Background: an optimization exercise with open tools, aiming at small area. Do not read the settings as production practice.
Function was checked by simulation only, so behaviour that the tests miss may differ from the original.
The clock input has no modelled driver; a real chip could not lean on it and would need a root buffer or a full tree.

==> flow/design.v <==
module uart_bt_8digit(
    input  wire       clk,
    input  wire       rst_n,
    input  wire       rx,
    output wire       tx,
    output wire [7:0] seg_dec,
    output wire [3:0] an_dec,
    output wire [7:0] seg_hex,
    output wire [3:0] an_hex,
    output wire [7:0] leds
);
    localparam [9:0] K_T  = 10'b0001011100;
    localparam [9:0] K_P  = 10'b1000101101;
    localparam [9:0] K_Q  = 10'b1001011100;
    localparam [9:0] POL  = 10'b0101010101;
    localparam [2:0] R_IDLE = 3'd0, R_RCVD = 3'd1, R_START = 3'd2,
                     R_STOP = 3'd3, R_DATA = 3'd4;
    reg [2:0] rph;
    reg [9:0] rtz;
    wire [9:0] rtk = rtz ^ POL;
    reg [7:0] rsh;       
    reg [7:0] rdat;      
    wire rT    = (rtk == K_T);
    wire ridle = !rph[2] && !rph[1];
    wire rrcvd = (rph == R_RCVD);
    always @(posedge clk or negedge rst_n) begin
        if (!rst_n) rph <= R_IDLE;
        else if (ridle) rph <= rx ? R_IDLE : R_START;
        else if (rT) begin
            case (rph)
                R_START: rph <= R_DATA;
                R_DATA:  if (rsh[0]) rph <= R_STOP;
                R_STOP:  rph <= R_RCVD;
                default: rph <= R_IDLE;
            endcase
        end
    end
    always @(posedge clk) begin
        if (ridle) rtz <= K_P ^ POL;
        else rtz <= {rtk[8:0], rtk[9] ^ rtk[6] ^ rT} ^ POL;
    end
    always @(posedge clk)
        if (rT) begin
            if (rph == R_START) rsh <= 8'b1000_0000;
            else if (rph == R_DATA) rsh <= {rx, rsh[7:1]};
        end
    always @(posedge clk or negedge rst_n) begin
        if (!rst_n) rdat <= 8'd0;
        else if (rrcvd) rdat <= rsh;
    end
    assign leds = rrcvd ? rsh : rdat;
    localparam [3:0] T_IDLE = 4'b0000, T_PRE = 4'b0001, T_SB = 4'b0010,
                     T_STP = 4'b0011, T_B0 = 4'b1000, T_B7 = 4'b1111;
    reg [3:0] tph;
    reg [9:0] ttz;
    wire [9:0] ttk = ttz ^ POL;
    wire tT    = (ttk == K_T);
    wire tidle = (tph == T_IDLE);
    always @(posedge clk or negedge rst_n) begin
        if (!rst_n) tph <= T_IDLE;
        else if (tidle) begin
            if (rrcvd) tph <= T_PRE;
        end else if (tph == T_PRE) tph <= T_SB;
        else if (tT) begin
            case (tph)
                T_SB:    tph <= T_B0;
                T_B7:    tph <= T_STP;
                T_STP:   tph <= T_IDLE;
                default: tph <= tph + 4'd1;
            endcase
        end
    end
    always @(posedge clk) begin
        if (tidle) ttz <= K_Q ^ POL;
        else ttz <= {ttk[8:0], ttk[9] ^ ttk[6] ^ tT} ^ POL;
    end
    assign tx = tph[3] ? rdat[tph[2:0]] : (tph != T_SB);
    localparam [16:0] K_R  = 17'b10011000011010011;    
    localparam [16:0] K_DT = 17'b01001100001101001;    
    reg [16:0] dcnt;
    reg [1:0]  sel;
    wire dT = (dcnt == K_DT);
    always @(posedge clk or negedge rst_n) begin
        if (!rst_n) begin
            dcnt <= K_R;
            sel  <= 2'd0;
        end else begin
            dcnt <= {dcnt[15:0], dcnt[16] ^ dcnt[13] ^ dT};
            if (dT) sel <= sel + 2'd1;
        end
    end
    wire [3:0] an = ~(4'b0001 << sel);
    assign an_dec = an;
    assign an_hex = an;
    function [3:0] add3;
        input [3:0] x;
        case (x)
            4'd5: add3 = 4'd8;
            4'd6: add3 = 4'd9;
            4'd7: add3 = 4'd10;
            4'd8: add3 = 4'd11;
            4'd9: add3 = 4'd12;
            default: add3 = x;
        endcase
    endfunction
    wire [3:0] c1 = add3({1'b0, rdat[7:5]});
    wire [3:0] c2 = add3({c1[2:0], rdat[4]});
    wire [3:0] c3 = add3({c2[2:0], rdat[3]});
    wire [3:0] c4 = add3({c3[2:0], rdat[2]});
    wire [3:0] c5 = add3({1'b0, c1[3], c2[3], c3[3]});
    wire [3:0] c6 = add3({c4[2:0], rdat[1]});
    wire [3:0] c7 = add3({c5[2:0], c4[3]});
    wire [9:0] bcd = {c5[3], c7, c6, rdat[0]};
    wire [3:0] hnib = sel[1] ? 4'd0 : (sel[0] ? leds[7:4] : leds[3:0]);
    wire [3:0] dnib = sel[1] ? (sel[0] ? 4'd0 : {2'b00, bcd[9:8]})
                             : (sel[0] ? bcd[7:4] : bcd[3:0]);
    function [7:0] seg7;
        input [3:0] d;
        case (d)
            4'h0: seg7 = 8'b1100_0000;
            4'h1: seg7 = 8'b1111_1001;
            4'h2: seg7 = 8'b1010_0100;
            4'h3: seg7 = 8'b1011_0000;
            4'h4: seg7 = 8'b1001_1001;
            4'h5: seg7 = 8'b1001_0010;
            4'h6: seg7 = 8'b1000_0010;
            4'h7: seg7 = 8'b1111_1000;
            4'h8: seg7 = 8'b1000_0000;
            4'h9: seg7 = 8'b1001_0000;
            4'hA: seg7 = 8'b1000_1000;
            4'hB: seg7 = 8'b1000_0011;
            4'hC: seg7 = 8'b1100_0110;
            4'hD: seg7 = 8'b1010_0001;
            4'hE: seg7 = 8'b1000_0110;
            default: seg7 = 8'b1000_1110;
        endcase
    endfunction
    assign seg_hex = seg7(hnib);
    assign seg_dec = seg7(dnib);
endmodule
export LEC_CHECK = 0
export CAP_MARGIN = 20
export CORE_MARGIN = 2
export CORE_UTILIZATION = 60
export SLEW_MARGIN = 20
create_clock -name core_clock -period 10.0 [get_ports {clk}]
standard.sh (not shown) runs the stock make flow with config.mk's settings and CLKGATE_MAP_FILE= SYNTH_SCRIPT=/design/flow/synth_recipe.tcl, a recipe that flattens the netlist after the stock synthesis.
==> flow/flow/run.sh <==
#!/bin/bash
# Own layout flow: the standard flow (standard.sh) with
#  - synthesis: no half/full-adder extraction; ABC maps the logic with each
#    area script flow/a*.abc and the smallest result is kept
#    (flow/synth_area.tcl wraps synth_recipe.tcl)
#  - port buffers of the smallest buffer cell (buf_1)
#  - clock tree: CLKBUF_COUNT buffers on the clock port, each driving a group
#    of nearby flip-flops (flow/cts_pre.tcl), instead of an H-tree
# Each tool's output is in orfs/logs/; make's own output goes to flow_make.log.
set -euo pipefail
WORK=$(pwd)
export AREA_ABC_SCRIPTS="$(ls $WORK/flow/a*.abc | tr '\n' ' ')"
export FLOW_SYNTH_TCL=$WORK/synth_recipe.tcl
export ADDER_MAP_FILE=
export BUFFER_PORTS_ARGS="-buffer_cell sky130_fd_sc_hd__buf_1"
export PRE_CTS_TCL=$WORK/flow/cts_pre.tcl
export CLKBUF_CELL=sky130_fd_sc_hd__clkbuf_16
export CLKBUF_COUNT=2
sed "s|SYNTH_SCRIPT=[^ ]*|SYNTH_SCRIPT=$WORK/flow/synth_area.tcl|" standard.sh > own_standard.sh
grep -q "SYNTH_SCRIPT=$WORK/flow/synth_area.tcl" own_standard.sh
bash own_standard.sh finish > flow_make.log 2>&1
Other scripts of this flow, unchanged in this note and not shown: flow/flow/a1_deep_map.abc, flow/flow/a2_deep_amap.abc, flow/flow/a3_deep_amapm.abc, flow/flow/a4_deep_dc2_amap.abc, flow/flow/cts_pre.tcl, flow/flow/synth_area.tcl
Next try:
--- a/flow/design.v
+++ b/flow/design.v
@@ -14,13 +14,13 @@
     localparam [9:0] K_Q  = 10'b1001011100;
     localparam [9:0] POL  = 10'b0101010101;
-    localparam [2:0] R_IDLE = 3'd0, R_RCVD = 3'd1, R_START = 3'd2,
-                     R_STOP = 3'd3, R_DATA = 3'd4;
-    reg [2:0] rph;
+    localparam [3:0] R_IDLE = 4'b0000, R_RCVD = 4'b0001, R_START = 4'b0010,
+                     R_STOP = 4'b0011, R_D0 = 4'b1000, R_D7 = 4'b1111;
+    reg [3:0] rph;
     reg [9:0] rtz;
     wire [9:0] rtk = rtz ^ POL;
-    reg [7:0] rsh;       
+    reg [7:0] rsh;
     reg [7:0] rdat;      
     wire rT    = (rtk == K_T);
-    wire ridle = !rph[2] && !rph[1];
+    wire ridle = !rph[3] && !rph[1];
     wire rrcvd = (rph == R_RCVD);
     always @(posedge clk or negedge rst_n) begin
@@ -29,8 +29,8 @@
         else if (rT) begin
             case (rph)
-                R_START: rph <= R_DATA;
-                R_DATA:  if (rsh[0]) rph <= R_STOP;
+                R_START: rph <= R_D0;
                 R_STOP:  rph <= R_RCVD;
-                default: rph <= R_IDLE;
+                R_D7:    rph <= R_STOP;
+                default: rph <= rph + 4'd1;
             endcase
         end
@@ -41,8 +41,5 @@
     end
     always @(posedge clk)
-        if (rT) begin
-            if (rph == R_START) rsh <= 8'b1000_0000;
-            else if (rph == R_DATA) rsh <= {rx, rsh[7:1]};
-        end
+        if (rph[3] && rT) rsh <= {rx, rsh[7:1]};
     always @(posedge clk or negedge rst_n) begin
         if (!rst_n) rdat <= 8'd0;
Result: Routed wire length rose by about 3.2%. Area after synthesis climbs by 0.64%. Design area rose by 0.60%. Hold slack hardly moves. Core utilization climbs by 0.40 points. Clock skew hardly moves. Setup slack improved by 1.0 ns.
No run of this note takes its clock network from TritonCTS; it comes from the design's own scripts or RTL.

## what the ideal ports hide
The flow's constraints put no driver on any port. The routed layouts listed below were extracted and timed again, unchanged, in two steps. Step 1: set_driving_cell puts a clkbuf_16 on clk and a buf_2 on each other input, an assumption about the parent block. Step 2 times the ports against the registers' clock, not the clock port: input delays grow and output delays shrink by t, the midpoint of the rising clock arrivals with the driver on. Slacks: ideal ports / drivers / drivers and shift; pairs: ideal ports / drivers.
run | shift t [ns] | slack for setup (ns) | hold WS [ns] | latest minus earliest clock arrival (ns) | slew at the worst register clock pin (ns)
the first run | 0.206 | 3.045 / 3.002 / 3.209 | 0.373 / 0.373 / 0.373 | 0.006 / 0.005 | 0.11 / 0.11
the second run | 0.211 | 4.092 / 4.047 / 4.258 | 0.374 / 0.374 / 0.374 | 0.007 / 0.007 | 0.11 / 0.11
After both steps every run listed still meets setup and hold.
